Source: an optimization exercise on an open RTL-to-GDS flow (aim: small area and a short achievable clock period). Production flows keep margins and buffers that such runs may drop. Only simulation tests tie the RTL to the original design; equivalence was not proved.

Setup of the reference run:
==> flow/design.v (excerpt) <==
module	apb_pwm #(parameter DATA_WIDTH = 32,
                        ADDR_WIDTH = 8)(
	input   logic                   PCLK_i,
	input   logic                   PRST_ni,
	input   logic                   PWRITE_i,
	input   logic [ADDR_WIDTH -1:0] PADDR_i,
	input   logic [DATA_WIDTH -1:0] PWDATA_i,
	input   logic                   PSEL_i,PENABLE_i,
	output  logic [DATA_WIDTH -1:0] PRDATA_o,
	output  logic                   o_pwm_1,
	output  logic                   o_pwm_2,
	output  logic                   oe_pwm1,
	output  logic                   oe_pwm2,
	output  logic                   PSLVERR_o,PREADY_o
);
Size: roughly 1900 cells after synthesis, ~370 flip-flops, roughly 18000 um^2 of cells after synthesis.
clock: 5.0 ns
lec_check: 0
cap_margin: 20
core_margin: 2
core_utilization: 50
cts_buf_list: sky130_fd_sc_hd__clkbuf_16
cts_cluster_diameter: 80
cts_cluster_size: 24
setup_slack_margin: 2.6
slew_margin: 20
tns_end_percent: 0
standard.sh (not shown) runs the stock make flow with config.mk's settings and CLKGATE_MAP_FILE= SYNTH_SCRIPT=/design/flow/synth_recipe.tcl, a recipe that flattens the netlist after the stock synthesis.
==> flow/flow/run.sh <==
#!/bin/bash
# The standard layout (standard.sh) with these changes:
#  - synthesis keeps adders as plain logic for ABC (no adder-cell extraction)
#    and, when flow/abc.script exists, maps with that ABC script instead of
#    ORFS's; registers and their names are those of the standard synthesis
#  - ports get buf_1 buffers (or the cell named in flow/port_buf), sized
#    later by repair, instead of delay cells
# make's full output goes to standard.log; ORFS's own logs are in orfs/logs.
#  - the delay cells are added to the platform's don't-use list
set -euo pipefail
W=$PWD
PORT_BUF=sky130_fd_sc_hd__buf_1
if [[ -f flow/port_buf ]]; then PORT_BUF=$(cat flow/port_buf); fi
DONT_USE="sky130_fd_sc_hd__probe_p_8 sky130_fd_sc_hd__probec_p_8 sky130_fd_sc_hd__lpflow_bleeder_1 sky130_fd_sc_hd__lpflow_clkbufkapwr_1 sky130_fd_sc_hd__lpflow_clkbufkapwr_16 sky130_fd_sc_hd__lpflow_clkbufkapwr_2 sky130_fd_sc_hd__lpflow_clkbufkapwr_4 sky130_fd_sc_hd__lpflow_clkbufkapwr_8 sky130_fd_sc_hd__lpflow_clkinvkapwr_1 sky130_fd_sc_hd__lpflow_clkinvkapwr_16 sky130_fd_sc_hd__lpflow_clkinvkapwr_2 sky130_fd_sc_hd__lpflow_clkinvkapwr_4 sky130_fd_sc_hd__lpflow_clkinvkapwr_8 sky130_fd_sc_hd__lpflow_decapkapwr_12 sky130_fd_sc_hd__lpflow_decapkapwr_3 sky130_fd_sc_hd__lpflow_decapkapwr_4 sky130_fd_sc_hd__lpflow_decapkapwr_6 sky130_fd_sc_hd__lpflow_decapkapwr_8 sky130_fd_sc_hd__lpflow_inputiso0n_1 sky130_fd_sc_hd__lpflow_inputiso0p_1 sky130_fd_sc_hd__lpflow_inputiso1n_1 sky130_fd_sc_hd__lpflow_inputiso1p_1 sky130_fd_sc_hd__lpflow_inputisolatch_1 sky130_fd_sc_hd__lpflow_isobufsrc_1 sky130_fd_sc_hd__lpflow_isobufsrc_16 sky130_fd_sc_hd__lpflow_isobufsrc_2 sky130_fd_sc_hd__lpflow_isobufsrc_4 sky130_fd_sc_hd__lpflow_isobufsrc_8 sky130_fd_sc_hd__lpflow_isobufsrckapwr_16 sky130_fd_sc_hd__lpflow_lsbuf_lh_hl_isowell_tap_1 sky130_fd_sc_hd__lpflow_lsbuf_lh_hl_isowell_tap_2 sky130_fd_sc_hd__lpflow_lsbuf_lh_hl_isowell_tap_4 sky130_fd_sc_hd__lpflow_lsbuf_lh_isowell_4 sky130_fd_sc_hd__lpflow_lsbuf_lh_isowell_tap_1 sky130_fd_sc_hd__lpflow_lsbuf_lh_isowell_tap_2 sky130_fd_sc_hd__lpflow_lsbuf_lh_isowell_tap_4"
DELAY_CELLS="sky130_fd_sc_hd__clkdlybuf4s15_1 sky130_fd_sc_hd__clkdlybuf4s15_2 sky130_fd_sc_hd__clkdlybuf4s18_1 sky130_fd_sc_hd__clkdlybuf4s18_2 sky130_fd_sc_hd__clkdlybuf4s25_1 sky130_fd_sc_hd__clkdlybuf4s25_2 sky130_fd_sc_hd__clkdlybuf4s50_1 sky130_fd_sc_hd__clkdlybuf4s50_2 sky130_fd_sc_hd__dlygate4sd1_1 sky130_fd_sc_hd__dlygate4sd2_1 sky130_fd_sc_hd__dlygate4sd3_1 sky130_fd_sc_hd__dlymetal6s2s_1 sky130_fd_sc_hd__dlymetal6s4s_1 sky130_fd_sc_hd__dlymetal6s6s_1"
args=(ADDER_MAP_FILE= "BUFFER_PORTS_ARGS=-buffer_cell $PORT_BUF" "SYNTH_SCRIPT=$W/flow/my_synth.tcl")
if [[ -f flow/no_delay_cells ]]; then args+=("DONT_USE_CELLS=$DONT_USE $DELAY_CELLS"); fi
if [[ -f flow/abc.script ]]; then args+=("MY_ABC_SCRIPT=$W/flow/abc.script"); fi
if [[ -f flow/extra.vars ]]; then while read -r l; do [[ -n "$l" ]] && args+=("$l"); done < flow/extra.vars; fi
bash standard.sh "${args[@]}" finish > standard.log 2>&1
==> flow/flow/abc.script <==
strash
dch
map -D 1200
topo
stime -c
Other scripts of this flow, unchanged in this note and not shown: flow/flow/my_synth.tcl
In summary, the reference run completed successfully, with a layout that passed the timing, DRC and antenna checks.
The inputs of the trial run differ from those of the reference run as listed below.
# the reference run
export LEC_CHECK = 0
export CAP_MARGIN = 20
export CORE_MARGIN = 2
export CORE_UTILIZATION = 50
export CTS_BUF_LIST = sky130_fd_sc_hd__clkbuf_16
export CTS_CLUSTER_DIAMETER = 80
export CTS_CLUSTER_SIZE = 24
export SETUP_SLACK_MARGIN = 2.6
export SLEW_MARGIN = 20
export TNS_END_PERCENT = 0
create_clock -name core_clock -period 5.0 [get_ports {PCLK_i}]
# the trial run
export LEC_CHECK = 0
export CAP_MARGIN = 20
export CORE_MARGIN = 2
export CORE_UTILIZATION = 40
export CTS_BUF_LIST = sky130_fd_sc_hd__clkbuf_16
export CTS_CLUSTER_DIAMETER = 80
export CTS_CLUSTER_SIZE = 24
export SETUP_SLACK_MARGIN = 2.6
export SLEW_MARGIN = 20
export TNS_END_PERCENT = 0
create_clock -name core_clock -period 5.0 [get_ports {PCLK_i}]
==> flow/flow/abc.script <==
strash
dch
map -D 1000
topo
stime -c
==> comparison <==
The final layouts of the reference run and the trial run pass the timing, DRC and antenna checks. Higher routed wire length among the reference run and the trial run: the trial run. Die outline area in the trial run is about 30% higher than in the reference run. Compared with the reference run, the trial run shows routed length on met1 that has gone up by a few percent.

static timing again, ports no longer ideal:
How much do the figures lean on ideal ports? The routed layouts below were timed once more, with nothing changed but the port constraints. Step 1, drivers: a clkbuf_16 drives PCLK_i and a buf_2 each remaining input, both assumed. Step 2, shift: input delay + t, output delay - t, t = (earliest + latest rising clock arrival at the registers) / 2. This alone moves slack from input paths to output paths. Slacks: ideal ports / drivers / drivers and shift; pairs: ideal ports / drivers.
run | t, ns | setup WS [ns] | worst setup path after step 2 | clock arrival spread, ns
the reference run | 0.618 | 2.474 / 2.476 / 1.878 | input to register | 0.018 / 0.018
the trial run | 0.636 | 2.480 / 2.519 / 1.883 | input to register | 0.020 / 0.020
After both steps every run listed still meets setup and hold. For the trial run, which loses most, drivers alone change the setup slack by +0.039 ns; drivers and shift together by -0.597 ns.
